What follows belongs to an exercise in optimizing a design on an open flow for small area; a production flow would make more cautious choices.
At most, simulation tests tie the RTL to the original design; equivalence was not proved.
No functional check of the RTL was part of run 1.
Power figures rest on the tool's default switching activity, not on a simulated workload.

==> flow/design.v, too long to show whole: its modules and the start of the top module <==
// module multiplier: 1562 lines
// module mul_fa: 4 lines
// module mul_xor: 3 lines
// module mul_xnor: 3 lines
// module mul_or: 3 lines
// module mul_nor: 3 lines
module multiplier #(
    parameter LOGDEPTH = 6,
    parameter WIDTH = 32
) (
    input  logic                    clk,
    input  logic                    rst,
    input  logic                    EN_mult,
    output logic                    EN_writeMem,
    output logic [LOGDEPTH-1:0]     writeMem_addr,
    input  logic [16-1:0]           mult_input0,
    input  logic [16-1:0]           mult_input1,
    output logic [WIDTH-1:0]        writeMem_val,
    output logic                    RDY_mult,
    input  logic                    EN_blockRead,
    output logic                    VALID_memVal,
    output logic [WIDTH-1:0]        memVal_data,
    output logic                    EN_readMem,
    output logic [LOGDEPTH-1:0]     readMem_addr,
    input  logic [WIDTH-1:0]        readMem_val
);
  // ...
==> flow/flow/run.sh <==
#!/bin/bash
# The standard layout (the standard.sh, which runs ORFS) with these changes:
#  - the port buffers are buf_1 cells (buffer_ports picks a larger delay cell by default);
#  - clock tree synthesis inserts no dummy loads and uses the clock buffers and
#    sink clusters given in CTS_ARGS;
#  - the other ORFS settings given below.
# Each make run writes its full output to its own log in this folder.
set -euo pipefail
ARGS=(
  BUFFER_PORTS_ARGS="-buffer_cell sky130_fd_sc_hd__buf_1"
  CTS_ARGS="-sink_clustering_enable -repair_clock_nets -dont_use_dummy_load -root_buf sky130_fd_sc_hd__clkbuf_8 -buf_list {sky130_fd_sc_hd__clkbuf_8} -sink_clustering_size 18 -sink_clustering_max_diameter 70"
  REMOVE_ABC_BUFFERS=1
)
bash standard.sh "${ARGS[@]}" finish > standard.log 2>&1
==> flow/standard.sh <==
#!/bin/bash
# synth_recipe.tcl (not shown) runs the flow's synth.tcl, then flattens the netlist and writes it again
# the make line also repeats each setting of config.mk as NAME=value (left out here)
make -C /OpenROAD-flow-scripts/flow DESIGN_CONFIG=/design/flow/config.mk WORK_HOME=/design/flow/orfs CLKGATE_MAP_FILE= SYNTH_SCRIPT=/design/flow/synth_recipe.tcl "${@:-finish}"
==> flow/config.mk <==
export PLATFORM = sky130hd
export DESIGN_NAME = multiplier
export DESIGN_NICKNAME = multiplier
export VERILOG_FILES = /design/flow/design.v
export SDC_FILE = /design/flow/constraint.sdc
export NUM_CORES = 4
export LEC_CHECK = 0
export CAP_MARGIN = 20
export CORE_MARGIN = 2
export CORE_UTILIZATION = 70
export GPL_TIMING_DRIVEN = 0
export SETUP_SLACK_MARGIN = 0.1
export SLEW_MARGIN = 20
export SYNTH_HIERARCHICAL = 1
export SYNTH_MINIMUM_KEEP_SIZE = 0
==> flow/constraint.sdc <==
create_clock -name core_clock -period 4.0 [get_ports {clk}]
set_input_delay 0.8000 -clock core_clock [delete_from_list [all_inputs] [get_ports {clk}]]
set_output_delay 0.8000 -clock core_clock [all_outputs]
set_load 0.01 [all_outputs]
==> impl_metrics.yaml, run 1 <==
final_layout:
  drive_above_1_share: 0.09589
  seq_share: 0.4796
  multi_input_area_share: 0.4231
hold_path:
  min_path_type: "flip-flop to flip-flop"
  hold_start: "a_q[6][1]"
clocking:
  post-cts-setup-buffers: 8
  cts_root_buf: "clkbuf_8"
  clockBufferDepth: 3
  htree_levels: 1
  cts_tree: "done"
worst_setup_path:
  slowest_stage: "fa_1"
  setup.worst_path.end: "mq_49"
  worstRegToRegCells: 9
  crit_required_ps: 4430
  worstPathCellList: "nand2_1 > fa_1 > fa_1 > fa_1 > fa_1 > or2_1 > fa_1 > fa_1 > fa_1"
  reg2reg_slack_ps: 210
synthesis:
  yosysSeqAreaShare: 0.5051
  synth_top_family_by_area: "adder cells"
  synth_edf_count: 0
  syn_inst: 1110
  synthXorXnorAreaFrac: 0.03031
  avgSynthCellArea_um2: 12.50
  yosys-top-cells-count: "dfxtp_1, nand2_1, fa_1"
routing:
  first_iter_violations: 475
  via_per_inst: 5.277
grt:
  met3_usage: 0.08193
  use_met1: 0.3110
  grt_pass1_vias: 7579
power_and_ir_drop:
  power_density_nw_per_um2: 572.1
  powerComb_mw: 2.68
  power_switching_mw: 2.625
  comb_power_share: 0.316
run_status:
  outcome: "no timing/DRC/antenna violations"
placement:
  dpl.cell_count: 1356
  dp_hpwl_um: 15760
==> inputs of run 2 (changes only) <==
--- a/flow/design.v
+++ b/flow/design.v
@@ -710,26 +710,16 @@
     logic ms683;
     logic mc684;
     logic ms685;
     logic mc686;
     logic ms687;
     logic mc688;
     logic ms689;
     logic mc690;
-    logic ms691;
-    logic mc692;
-    logic ms693;
-    logic mc694;
-    logic ms695;
-    logic mc696;
-    logic ms697;
-    logic mc698;
-    logic ms699;
-    logic mc700;
     logic mP0;
     logic mG0;
     logic mP1;
     logic mG1;
     logic mP2;
     logic mG2;
     logic mP3;
     logic mG3;
@@ -756,16 +746,28 @@
     logic mP14;
     logic mG14;
     logic mP15;
     logic mG15;
     logic mP16;
     logic mG16;
     logic mP17;
     logic mG17;
+    logic mP18;
+    logic mG18;
+    logic mP19;
+    logic mG19;
+    logic mP20;
+    logic mG20;
+    logic mP21;
+    logic mG21;
+    logic mP22;
+    logic mG22;
+    logic mP23;
+    logic mG23;
     logic mg1;
     logic mg2;
     logic mgp2;
     logic mg3;
     logic mgp3;
     logic mg4;
     logic mgp4;
     logic mg5;
@@ -774,45 +776,58 @@
     logic mgp6;
     logic mg7;
     logic mgp7;
     logic mg8;
     logic mgp8;
     logic mg9;
     logic mgp9;
     logic mg10;
+    logic mgp10;
     logic mg11;
     logic mgp11;
     logic mg12;
     logic mgp12;
     logic mg13;
-    logic mgp13;
     logic mg14;
+    logic mgp14;
     logic mg15;
     logic mgp15;
     logic mg16;
+    logic mgp16;
     logic mg17;
+    logic mgp17;
     logic mg18;
+    logic mgp18;
     logic mg19;
     logic mg20;
+    logic mgp20;
     logic mg21;
+    logic mgp21;
     logic mg22;
     logic mg23;
     logic mg24;
     logic mg25;
     logic mg26;
     logic mg27;
     logic mg28;
     logic mg29;
     logic mg30;
-    logic mta0;
-    logic mta1;
-    logic mta2;
-    logic mta3;
-    logic mta4;
+    logic mg31;
+    logic mg32;
+    logic mg33;
+    logic mg34;
+    logic mg35;
+    logic mg36;
+    logic mg37;
+    logic mg38;
+    logic mg39;
+    logic mg40;
+    logic mg41;
+    logic mg42;
     logic mq_0;
     logic mq_1;
     logic mq_2;
     logic mq_3;
     logic mq_4;
     logic mq_5;
     logic mq_6;
     logic mq_7;
@@ -854,16 +869,20 @@
     logic mq_43;
     logic mq_44;
     logic mq_45;
     logic mq_46;
     logic mq_47;
     logic mq_48;
     logic mq_49;
     logic mq_50;
+    logic mq_51;
+    logic mq_52;
+    logic mq_53;
+    logic mq_54;
     assign mpp1 = ~(ma[0] & mb[0]);
     assign mpp2 = ~(ma[0] & mb[1]);
     assign mpp3 = ~(ma[0] & mb[2]);
     assign mpp4 = ~(ma[0] & mb[3]);
     assign mpp5 = ~(ma[0] & mb[4]);
     assign mpp6 = ~(ma[0] & mb[5]);
     assign mpp7 = ~(ma[0] & mb[6]);
     assign mpp8 = ~(ma[0] & mb[7]);
@@ -1343,190 +1362,213 @@
     mul_xnor u_ms677 (.a(mpp17), .b(mpp2), .y(ms677));
     mul_or u_mc678 (.a(mpp17), .b(mpp2), .y(mc678));
     mul_fa u_ms679 (.a(mpp33), .b(mc678), .c(ms621), .s(ms679), .co(mc680));
     mul_fa u_ms681 (.a(mc622), .b(mc680), .c(ms623), .s(ms681), .co(mc682));
     mul_fa u_ms683 (.a(mc624), .b(ms625), .c(mc682), .s(ms683), .co(mc684));
     mul_fa u_ms685 (.a(mc626), .b(ms627), .c(mc684), .s(ms685), .co(mc686));
     mul_fa u_ms687 (.a(mc628), .b(ms629), .c(mc686), .s(ms687), .co(mc688));
     mul_fa u_ms689 (.a(mc630), .b(ms631), .c(mc688), .s(ms689), .co(mc690));
-    mul_fa u_ms691 (.a(mc632), .b(ms633), .c(mc690), .s(ms691), .co(mc692));
-    mul_xnor u_ms693 (.a(mc670), .b(ms671), .y(ms693));
-    mul_or u_mc694 (.a(mc670), .b(ms671), .y(mc694));
-    mul_fa u_ms695 (.a(ms673), .b(mc672), .c(mc694), .s(ms695), .co(mc696));
-    mul_fa u_ms697 (.a(ms675), .b(mc674), .c(mc696), .s(ms697), .co(mc698));
-    mul_fa u_ms699 (.a(mpp256), .b(mc676), .c(mc698), .s(ms699), .co(mc700));
     always_ff @(posedge clk) begin
         mq_0 <= mpp1;
         mq_1 <= ms677;
         mq_2 <= ms679;
         mq_3 <= ms681;
         mq_4 <= ms683;
         mq_5 <= ms685;
         mq_6 <= ms687;
         mq_7 <= ms689;
-        mq_8 <= ms691;
-        mq_9 <= mc692;
-        mq_10 <= ms635;
-        mq_11 <= mc634;
-        mq_12 <= ms637;
-        mq_13 <= mc636;
-        mq_14 <= ms639;
-        mq_15 <= mc638;
-        mq_16 <= ms641;
-        mq_17 <= mc640;
-        mq_18 <= ms643;
-        mq_19 <= mc642;
-        mq_20 <= ms645;
-        mq_21 <= mc644;
-        mq_22 <= ms647;
-        mq_23 <= mc646;
-        mq_24 <= ms649;
-        mq_25 <= mc648;
-        mq_26 <= ms651;
-        mq_27 <= mc650;
-        mq_28 <= ms653;
-        mq_29 <= mc652;
-        mq_30 <= ms655;
-        mq_31 <= mc654;
-        mq_32 <= ms657;
-        mq_33 <= mc656;
-        mq_34 <= ms659;
-        mq_35 <= mc658;
-        mq_36 <= ms661;
-        mq_37 <= mc660;
-        mq_38 <= ms663;
-        mq_39 <= mc662;
-        mq_40 <= ms665;
-        mq_41 <= mc664;
-        mq_42 <= ms667;
-        mq_43 <= mc666;
-        mq_44 <= ms669;
-        mq_45 <= mc668;
-        mq_46 <= ms693;
-        mq_47 <= ms695;
-        mq_48 <= ms697;
-        mq_49 <= ms699;
-        mq_50 <= mc700;
+        mq_8 <= mc690;
+        mq_9 <= ms633;
+        mq_10 <= mc632;
+        mq_11 <= ms635;
+        mq_12 <= mc634;
+        mq_13 <= ms637;
+        mq_14 <= mc636;
+        mq_15 <= ms639;
+        mq_16 <= mc638;
+        mq_17 <= ms641;
+        mq_18 <= mc640;
+        mq_19 <= ms643;
+        mq_20 <= mc642;
+        mq_21 <= ms645;
+        mq_22 <= mc644;
+        mq_23 <= ms647;
+        mq_24 <= mc646;
+        mq_25 <= ms649;
+        mq_26 <= mc648;
+        mq_27 <= ms651;
+        mq_28 <= mc650;
+        mq_29 <= ms653;
+        mq_30 <= mc652;
+        mq_31 <= ms655;
+        mq_32 <= mc654;
+        mq_33 <= ms657;
+        mq_34 <= mc656;
+        mq_35 <= ms659;
+        mq_36 <= mc658;
+        mq_37 <= ms661;
+        mq_38 <= mc660;
+        mq_39 <= ms663;
+        mq_40 <= mc662;
+        mq_41 <= ms665;
+        mq_42 <= mc664;
+        mq_43 <= ms667;
+        mq_44 <= mc666;
+        mq_45 <= ms669;
+        mq_46 <= mc668;
+        mq_47 <= ms671;
+        mq_48 <= mc670;
+        mq_49 <= ms673;
+        mq_50 <= mc672;
+        mq_51 <= ms675;
+        mq_52 <= mc674;
+        mq_53 <= mpp256;
+        mq_54 <= mc676;
     end
     assign mp[0] = ~mq_0;
     assign mp[1] = ~mq_1;
     assign mp[2] = ~mq_2;
     assign mp[3] = ~mq_3;
     assign mp[4] = ~mq_4;
     assign mp[5] = ~mq_5;
     assign mp[6] = ~mq_6;
     assign mp[7] = ~mq_7;
-    assign mp[8] = ~mq_8;
-    mul_xor u_mP0 (.a(mq_10), .b(mq_11), .y(mP0));
-    mul_nor u_mG0 (.a(mq_10), .b(mq_11), .y(mG0));
-    mul_xor u_mP1 (.a(mq_12), .b(mq_13), .y(mP1));
-    mul_nor u_mG1 (.a(mq_12), .b(mq_13), .y(mG1));
-    mul_xor u_mP2 (.a(mq_14), .b(mq_15), .y(mP2));
-    mul_nor u_mG2 (.a(mq_14), .b(mq_15), .y(mG2));
-    mul_xor u_mP3 (.a(mq_16), .b(mq_17), .y(mP3));
-    mul_nor u_mG3 (.a(mq_16), .b(mq_17), .y(mG3));
-    mul_xor u_mP4 (.a(mq_18), .b(mq_19), .y(mP4));
-    mul_nor u_mG4 (.a(mq_18), .b(mq_19), .y(mG4));
-    mul_xor u_mP5 (.a(mq_20), .b(mq_21), .y(mP5));
-    mul_nor u_mG5 (.a(mq_20), .b(mq_21), .y(mG5));
-    mul_xor u_mP6 (.a(mq_22), .b(mq_23), .y(mP6));
-    mul_nor u_mG6 (.a(mq_22), .b(mq_23), .y(mG6));
-    mul_xor u_mP7 (.a(mq_24), .b(mq_25), .y(mP7));
-    mul_nor u_mG7 (.a(mq_24), .b(mq_25), .y(mG7));
-    mul_xor u_mP8 (.a(mq_26), .b(mq_27), .y(mP8));
-    mul_nor u_mG8 (.a(mq_26), .b(mq_27), .y(mG8));
-    mul_xor u_mP9 (.a(mq_28), .b(mq_29), .y(mP9));
-    mul_nor u_mG9 (.a(mq_28), .b(mq_29), .y(mG9));
-    mul_xor u_mP10 (.a(mq_30), .b(mq_31), .y(mP10));
-    mul_nor u_mG10 (.a(mq_30), .b(mq_31), .y(mG10));
-    mul_xor u_mP11 (.a(mq_32), .b(mq_33), .y(mP11));
-    mul_nor u_mG11 (.a(mq_32), .b(mq_33), .y(mG11));
-    mul_xor u_mP12 (.a(mq_34), .b(mq_35), .y(mP12));
-    mul_nor u_mG12 (.a(mq_34), .b(mq_35), .y(mG12));
-    mul_xor u_mP13 (.a(mq_36), .b(mq_37), .y(mP13));
-    mul_nor u_mG13 (.a(mq_36), .b(mq_37), .y(mG13));
-    mul_xor u_mP14 (.a(mq_38), .b(mq_39), .y(mP14));
-    mul_nor u_mG14 (.a(mq_38), .b(mq_39), .y(mG14));
-    mul_xor u_mP15 (.a(mq_40), .b(mq_41), .y(mP15));
-    mul_nor u_mG15 (.a(mq_40), .b(mq_41), .y(mG15));
-    mul_xor u_mP16 (.a(mq_42), .b(mq_43), .y(mP16));
-    mul_nor u_mG16 (.a(mq_42), .b(mq_43), .y(mG16));
-    mul_xor u_mP17 (.a(mq_44), .b(mq_45), .y(mP17));
-    mul_nor u_mG17 (.a(mq_44), .b(mq_45), .y(mG17));
-    assign mg1 = mG0 | (mP0 & ~mq_9);
+    mul_xor u_mP0 (.a(mq_9), .b(mq_10), .y(mP0));
+    mul_nor u_mG0 (.a(mq_9), .b(mq_10), .y(mG0));
+    mul_xor u_mP1 (.a(mq_11), .b(mq_12), .y(mP1));
+    mul_nor u_mG1 (.a(mq_11), .b(mq_12), .y(mG1));
+    mul_xor u_mP2 (.a(mq_13), .b(mq_14), .y(mP2));
+    mul_nor u_mG2 (.a(mq_13), .b(mq_14), .y(mG2));
+    mul_xor u_mP3 (.a(mq_15), .b(mq_16), .y(mP3));
+    mul_nor u_mG3 (.a(mq_15), .b(mq_16), .y(mG3));
+    mul_xor u_mP4 (.a(mq_17), .b(mq_18), .y(mP4));
+    mul_nor u_mG4 (.a(mq_17), .b(mq_18), .y(mG4));
+    mul_xor u_mP5 (.a(mq_19), .b(mq_20), .y(mP5));
+    mul_nor u_mG5 (.a(mq_19), .b(mq_20), .y(mG5));
+    mul_xor u_mP6 (.a(mq_21), .b(mq_22), .y(mP6));
+    mul_nor u_mG6 (.a(mq_21), .b(mq_22), .y(mG6));
+    mul_xor u_mP7 (.a(mq_23), .b(mq_24), .y(mP7));
+    mul_nor u_mG7 (.a(mq_23), .b(mq_24), .y(mG7));
+    mul_xor u_mP8 (.a(mq_25), .b(mq_26), .y(mP8));
+    mul_nor u_mG8 (.a(mq_25), .b(mq_26), .y(mG8));
+    mul_xor u_mP9 (.a(mq_27), .b(mq_28), .y(mP9));
+    mul_nor u_mG9 (.a(mq_27), .b(mq_28), .y(mG9));
+    mul_xor u_mP10 (.a(mq_29), .b(mq_30), .y(mP10));
+    mul_nor u_mG10 (.a(mq_29), .b(mq_30), .y(mG10));
+    mul_xor u_mP11 (.a(mq_31), .b(mq_32), .y(mP11));
+    mul_nor u_mG11 (.a(mq_31), .b(mq_32), .y(mG11));
+    mul_xor u_mP12 (.a(mq_33), .b(mq_34), .y(mP12));
+    mul_nor u_mG12 (.a(mq_33), .b(mq_34), .y(mG12));
+    mul_xor u_mP13 (.a(mq_35), .b(mq_36), .y(mP13));
+    mul_nor u_mG13 (.a(mq_35), .b(mq_36), .y(mG13));
+    mul_xor u_mP14 (.a(mq_37), .b(mq_38), .y(mP14));
+    mul_nor u_mG14 (.a(mq_37), .b(mq_38), .y(mG14));
+    mul_xor u_mP15 (.a(mq_39), .b(mq_40), .y(mP15));
+    mul_nor u_mG15 (.a(mq_39), .b(mq_40), .y(mG15));
+    mul_xor u_mP16 (.a(mq_41), .b(mq_42), .y(mP16));
+    mul_nor u_mG16 (.a(mq_41), .b(mq_42), .y(mG16));
+    mul_xor u_mP17 (.a(mq_43), .b(mq_44), .y(mP17));
+    mul_nor u_mG17 (.a(mq_43), .b(mq_44), .y(mG17));
+    mul_xor u_mP18 (.a(mq_45), .b(mq_46), .y(mP18));
+    mul_nor u_mG18 (.a(mq_45), .b(mq_46), .y(mG18));
+    mul_xor u_mP19 (.a(mq_47), .b(mq_48), .y(mP19));
+    mul_nor u_mG19 (.a(mq_47), .b(mq_48), .y(mG19));
+    mul_xor u_mP20 (.a(mq_49), .b(mq_50), .y(mP20));
+    mul_nor u_mG20 (.a(mq_49), .b(mq_50), .y(mG20));
+    mul_xor u_mP21 (.a(mq_51), .b(mq_52), .y(mP21));
+    mul_nor u_mG21 (.a(mq_51), .b(mq_52), .y(mG21));
+    mul_xor u_mP22 (.a(mq_53), .b(mq_54), .y(mP22));
+    mul_nor u_mG22 (.a(mq_53), .b(mq_54), .y(mG22));
+    assign mP23 = 1'b0;
+    assign mG23 = 1'b0;
+    assign mg1 = mG0 | (mP0 & ~mq_8);
     assign mg2 = mG2 | (mP2 & mG1);
     assign mgp2 = mP2 & mP1;
     assign mg3 = mG4 | (mP4 & mG3);
     assign mgp3 = mP4 & mP3;
     assign mg4 = mG6 | (mP6 & mG5);
     assign mgp4 = mP6 & mP5;
     assign mg5 = mG8 | (mP8 & mG7);
     assign mgp5 = mP8 & mP7;
     assign mg6 = mG10 | (mP10 & mG9);
     assign mgp6 = mP10 & mP9;
     assign mg7 = mG12 | (mP12 & mG11);
     assign mgp7 = mP12 & mP11;
     assign mg8 = mG14 | (mP14 & mG13);
     assign mgp8 = mP14 & mP13;
     assign mg9 = mG16 | (mP16 & mG15);
     assign mgp9 = mP16 & mP15;
-    assign mg10 = mg2 | (mgp2 & mg1);
-    assign mg11 = mg4 | (mgp4 & mg3);
-    assign mgp11 = mgp4 & mgp3;
-    assign mg12 = mg6 | (mgp6 & mg5);
-    assign mgp12 = mgp6 & mgp5;
-    assign mg13 = mg8 | (mgp8 & mg7);
-    assign mgp13 = mgp8 & mgp7;
-    assign mg14 = mg11 | (mgp11 & mg10);
-    assign mg15 = mg13 | (mgp13 & mg12);
-    assign mgp15 = mgp13 & mgp12;
-    assign mg16 = mg15 | (mgp15 & mg14);
-    assign mg17 = mg12 | (mgp12 & mg14);
-    assign mg18 = mg3 | (mgp3 & mg10);
-    assign mg19 = mg5 | (mgp5 & mg14);
-    assign mg20 = mg7 | (mgp7 & mg17);
-    assign mg21 = mg9 | (mgp9 & mg16);
-    assign mg22 = mG1 | (mP1 & mg1);
-    assign mg23 = mG3 | (mP3 & mg10);
-    assign mg24 = mG5 | (mP5 & mg18);
-    assign mg25 = mG7 | (mP7 & mg14);
-    assign mg26 = mG9 | (mP9 & mg19);
-    assign mg27 = mG11 | (mP11 & mg17);
-    assign mg28 = mG13 | (mP13 & mg20);
-    assign mg29 = mG15 | (mP15 & mg16);
-    assign mg30 = mG17 | (mP17 & mg21);
-    assign mp[9] = mP0 ^ ~mq_9;
-    assign mp[10] = mP1 ^ mg1;
-    assign mp[11] = mP2 ^ mg22;
-    assign mp[12] = mP3 ^ mg10;
-    assign mp[13] = mP4 ^ mg23;
-    assign mp[14] = mP5 ^ mg18;
-    assign mp[15] = mP6 ^ mg24;
-    assign mp[16] = mP7 ^ mg14;
-    assign mp[17] = mP8 ^ mg25;
-    assign mp[18] = mP9 ^ mg19;
-    assign mp[19] = mP10 ^ mg26;
-    assign mp[20] = mP11 ^ mg17;
-    assign mp[21] = mP12 ^ mg27;
-    assign mp[22] = mP13 ^ mg20;
-    assign mp[23] = mP14 ^ mg28;
-    assign mp[24] = mP15 ^ mg16;
-    assign mp[25] = mP16 ^ mg29;
-    assign mp[26] = mP17 ^ mg21;
-    assign mta0 = mg30;
-    assign mp[27] = ~mq_46 ^ mta0;
-    assign mta1 = mta0 & ~mq_46;
-    assign mp[28] = ~mq_47 ^ mta1;
-    assign mta2 = mta1 & ~mq_47;
-    assign mp[29] = ~mq_48 ^ mta2;
-    assign mta3 = mta2 & ~mq_48;
-    assign mp[30] = ~mq_49 ^ mta3;
-    assign mta4 = mta3 & ~mq_49;
-    assign mp[31] = ~mq_50 ^ mta4;
+    assign mg10 = mG18 | (mP18 & mG17);
+    assign mgp10 = mP18 & mP17;
+    assign mg11 = mG20 | (mP20 & mG19);
+    assign mgp11 = mP20 & mP19;
+    assign mg12 = mG22 | (mP22 & mG21);
+    assign mgp12 = mP22 & mP21;
+    assign mg13 = mg2 | (mgp2 & mg1);
+    assign mg14 = mg4 | (mgp4 & mg3);
+    assign mgp14 = mgp4 & mgp3;
+    assign mg15 = mg6 | (mgp6 & mg5);
+    assign mgp15 = mgp6 & mgp5;
+    assign mg16 = mg8 | (mgp8 & mg7);
+    assign mgp16 = mgp8 & mgp7;
+    assign mg17 = mg10 | (mgp10 & mg9);
+    assign mgp17 = mgp10 & mgp9;
+    assign mg18 = mg12 | (mgp12 & mg11);
+    assign mgp18 = mgp12 & mgp11;
+    assign mg19 = mg14 | (mgp14 & mg13);
+    assign mg20 = mg16 | (mgp16 & mg15);
+    assign mgp20 = mgp16 & mgp15;
+    assign mg21 = mg18 | (mgp18 & mg17);
+    assign mgp21 = mgp18 & mgp17;
+    assign mg22 = mg20 | (mgp20 & mg19);
+    assign mg23 = mg21 | (mgp21 & mg22);
+    assign mg24 = mg15 | (mgp15 & mg19);
+    assign mg25 = mg17 | (mgp17 & mg22);
+    assign mg26 = mg3 | (mgp3 & mg13);
+    assign mg27 = mg5 | (mgp5 & mg19);
+    assign mg28 = mg7 | (mgp7 & mg24);
+    assign mg29 = mg9 | (mgp9 & mg22);
+    assign mg30 = mg11 | (mgp11 & mg25);
+    assign mg31 = mG1 | (mP1 & mg1);
+    assign mg32 = mG3 | (mP3 & mg13);
+    assign mg33 = mG5 | (mP5 & mg26);
+    assign mg34 = mG7 | (mP7 & mg19);
+    assign mg35 = mG9 | (mP9 & mg27);
+    assign mg36 = mG11 | (mP11 & mg24);
+    assign mg37 = mG13 | (mP13 & mg28);
+    assign mg38 = mG15 | (mP15 & mg22);
+    assign mg39 = mG17 | (mP17 & mg29);
+    assign mg40 = mG19 | (mP19 & mg25);
+    assign mg41 = mG21 | (mP21 & mg30);
+    assign mg42 = mG23 | (mP23 & mg23);
+    assign mp[8] = mP0 ^ ~mq_8;
+    assign mp[9] = mP1 ^ mg1;
+    assign mp[10] = mP2 ^ mg31;
+    assign mp[11] = mP3 ^ mg13;
+    assign mp[12] = mP4 ^ mg32;
+    assign mp[13] = mP5 ^ mg26;
+    assign mp[14] = mP6 ^ mg33;
+    assign mp[15] = mP7 ^ mg19;
+    assign mp[16] = mP8 ^ mg34;
+    assign mp[17] = mP9 ^ mg27;
+    assign mp[18] = mP10 ^ mg35;
+    assign mp[19] = mP11 ^ mg24;
+    assign mp[20] = mP12 ^ mg36;
+    assign mp[21] = mP13 ^ mg28;
+    assign mp[22] = mP14 ^ mg37;
+    assign mp[23] = mP15 ^ mg22;
+    assign mp[24] = mP16 ^ mg38;
+    assign mp[25] = mP17 ^ mg29;
+    assign mp[26] = mP18 ^ mg39;
+    assign mp[27] = mP19 ^ mg25;
+    assign mp[28] = mP20 ^ mg40;
+    assign mp[29] = mP21 ^ mg30;
+    assign mp[30] = mP22 ^ mg41;
+    assign mp[31] = mP23 ^ mg23;
     always_ff @(posedge clk) begin
         a_q[0] <= mult_input0;
         b_q[0] <= mult_input1;
         for (int i = 1; i < NSTG; i++) begin
             a_q[i] <= a_q[i-1];
             b_q[i] <= b_q[i-1];
         end
         writeMem_val <= mp;
==> impl_metrics.yaml, run 2 <==
run_status:
  outcome: "no timing/DRC/antenna violations"
worst_setup_path:
  crit_required_ps: 4420
  cpMostUsedCell: "fa_1"
  cp-end-kind: "flip-flop"
  slowest_stage: "dfxtp_1"
  worstPathCellList: "nand2_1 > fa_1 > fa_1 > fa_1 > fa_1 > fa_1 > fa_1"
  critPathKind: "flip-flop to flip-flop"
  cp_slowest_stage_delay_ps: 740
  critPathMaxFanout: 16
  cp_data_arrival_time_ps: 4230
  critPathLaunchType: "flip-flop"
die:
  boundaryPins: 148
  dieWidth_um: 145.4
  die_y_um: 145.4
  rows: 51
  fp.coreArea_um2: 19530
  die_area_um2: 21130
  start_util: 0.7164
synthesis:
  yosysMostFrequentCell: "dfxtp_1"
  yosysSeqAreaShare: 0.5066
  avgSynthCellArea_um2: 12.47
  syn_area_um2: 13990
  synth_top_cell_by_area: "dfxtp_1"
  synth_seq_cells: 354
  async_flop_share: 0
  yosys-top-cells-count: "dfxtp_1, nand2_1, fa_1"
  synth_ff_type: "dfxtp_1"
  synth.distinct_cells: 34
  synth_edf_count: 0
  yosysWarnings: 9
  netlist_top_cells_area: "dfxtp_1, fa_1, nand2_1"
  synth_top_area_frac: 0.5066
  syn_inst: 1122
flow_run:
  max-cap-violations: 0
power_and_ir_drop:
  intPower_mw: 5.927
  power_density_nw_per_um2: 599.1
  power_switching_mw: 2.728
  clkPwrFrac: 0.168
  comb_power_share: 0.320
  p_sw_frac: 0.3152
  p_leak_nw: 5.534
  p_seq_frac: 0.513
  ir_worst_vdd_v: 0.0004198
  finalPower_mw: 8.655
placement:
  gp_congestion: 0.8845
  place_ws_ps: -7.682
  dp_hpwl_um: 16100
  dpl.cell_count: 1368
  port_buffers: 83
clocking:
  cts_tree: "done"
  cts_buffers: 23
  clk_pin_slew_ps: 100
  clockBufferDepth: 3
  cts_root_buf: "clkbuf_8"
  worstSkewPairLatency_ps: 550
  clock_sinks: 354
  htree_levels: 1
final_layout:
  area_growth_pct: 3.283
  final_cells: 1391
  layout.cells.most_common: "dfxtp_1"
  mostFrequentLayoutCells: "dfxtp_1, nand2_1, fa_1, buf_1, nor2_1"
  largest_registers: "a_q (128), b_q (128), writeMem_val (32)"
  fillers: 1332
  drive_above_1_share: 0.04352
  nets: 1411
  antenna_cells: 0
sta:
  hold_violations: 0
  max_clock_freq_ghz: 0.2619
  worst_slew_pin_slew_ps: 828.7
  worst_slack_ps: 181.4
  slew_viol_final: 0
  rsz0062_at_grt: "yes"
  fin_setup_tns_ps: 0
  fin_crit_ps: 3819
  finalCritPeriodShare: 0.9546
  setup_viol: 0
  fin_skew_ps: 28.25
  slew_headroom: 0.4468
grt:
  use_met1: 0.3193
  track_usage: 0.2310
  overflow: 0
  grt_max_degree: 19
  grt_use_met2: 0.3564
  grt_pass1_wl_um: 38590
  antenna_found_initial: 0
  top_usage_layer: "met2"
  met3_usage: 0.07649
  grt_pass1_vias: 7746
routing:
  post_drt_wl_per_cell_um: 16.92
  first_pass_iters: 5
  route.vias.total: 7460
  routed_wl_um: 23540
  ant_nets: 0
  via_per_inst: 5.363
  first_iter_violations: 504
  route.detailed.drc: 0
hold_path:
  min_path_type: "flip-flop to flip-flop"
[run 2: cell types whose count changed in the layout (fill, tap and decap cells not counted), moves of 3 or more]
cell,delta
xor2_1,+5
dfxtp_4,-23
buf_4,-54
nand2_1,-4
fa_1,-3
dfxtp_1,+16
dfxtp_2,+11
nor2_1,+7
[run 2: worst paths after layout]
kind              startpoint    endpoint  slack [ps]  cells after the start
hold reg to reg   a_q[2][12]  a_q[3][12]         320                      0
setup / recovery  b_q[7][15]       mq_27         180                      7
setup reg to reg  b_q[7][15]       mq_27         180                      7
hold / removal    a_q[2][12]  a_q[3][12]         320                      0
[run 2: stage by stage]
| step | hold slack, ps | util | cell area (µm²) |
|---|---|---|---|
| 6_report | 316.0 | 0.7399 | 14450 |
| 4_1_cts | 294.3 | 0.7391 | 14430 |
| 3_5_place_dp | 312.1 | 0.7224 | 14110 |
| 3_3_place_gp | 309.6 | 0.7224 | 14110 |
| 5_1_grt | 293.5 | 0.7399 | 14450 |
| 2_1_floorplan | 309.6 | - | 13460 |
[run 2: critical path, delay by kind of cell (launching register included)]
family,cells,cell delay [ps]
adders and majority gates,6,2790
DFF,1,740
and+or+nand+nor,1,160
[run 2: cells by family after synthesis]
kind of cell / after synthesis / synth area share
adder cells (fa/ha/maj): 215 / 0.3002
flip-flops: 354 / 0.5066
AO/OA/AOI/OAI: 38 / 0.02039
AND/OR/NAND/NOR: 340 / 0.09633
buffers and inverters: 121 / 0.04267
XOR/XNOR: 54 / 0.03381
[run 2: final cells by class]
class	instances	area (µm²)	share of cell area
Sequential cell	354	7112	0.4922
Multi-Input combinational cell	647	6305	0.4364
Tap cell	265	331.6	0.02295
Clock buffer	23	316.6	0.02191
Timing Repair Buffer	83	311.5	0.02156
Inverter	19	71.32	0.004936
[run 2: Yosys stat by module, one instance, submodules excluded]
module / cell area [µm²] / times used / cells inside
multiplier: 9437 / 1 / 843
mul_nor: 3.754 / 23 / 1
mul_xnor: 8.758 / 16 / 1
mul_fa: 20.02 / 201 / 1
mul_xor: 8.758 / 23 / 1
mul_or: 6.256 / 16 / 1
[run 2: per-layer routing]
metal  share of wire  wire [µm]  up-vias
met2            0.45      10530      379
li1                -          -     3352
met4           0.023        533        0
met1            0.42       9790     3683
met5               0          0        -
met3            0.11       2686       46
[run 2: power groups by stage]
stage,Clock (mW),Combinational [mW],Sequential [mW]
CTS,1.52,2.77,4.44
floorplan,0,1.95,4.53
global placement,0,2.69,4.50
global route,1.65,3.19,4.50
detailed placement,0,2.76,4.52
finish,1.45,2.77,4.44
[run 2: repair_timing]
| action | CTS | global route |
|---|---|---|
| setup buffers | 0 | 0 |
| hold buffers | 0 | 0 |
| resized for setup | 7 | 13 |
| endpoints found under the setup margin | 8 | 14 |

[re-timing with driven ports]
How much do the figures lean on ideal ports? The routed layouts below were timed once more, with nothing changed but the port constraints. Step 1 (the two cells are an assumption about what drives the block):
set clk [get_ports {clk}]
set_driving_cell -lib_cell sky130_fd_sc_hd__clkbuf_16 $clk
set_driving_cell -lib_cell sky130_fd_sc_hd__buf_2 [delete_from_list [all_inputs] $clk]
Step 2 moves the port delays by t, midway between the first and last clock arrival at a register: inputs arrive t later, outputs are due t later. That takes back most of the time a late clock gives input paths. Three values: ideal, step 1, step 2; two values: the first two.
run | t, ns | setup WS [ns] | worst hold slack (ns) | worst setup path at the end | latest minus earliest clock arrival (ns)
run 1 | 0.587 | 0.207 / 0.207 / 0.207 | 0.312 / 0.308 / 0.312 | register to register | 0.027 / 0.027
run 2 | 0.579 | 0.181 / 0.181 / 0.181 | 0.316 / 0.311 / 0.316 | register to register | 0.030 / 0.030
After both steps every run listed still meets setup and hold.
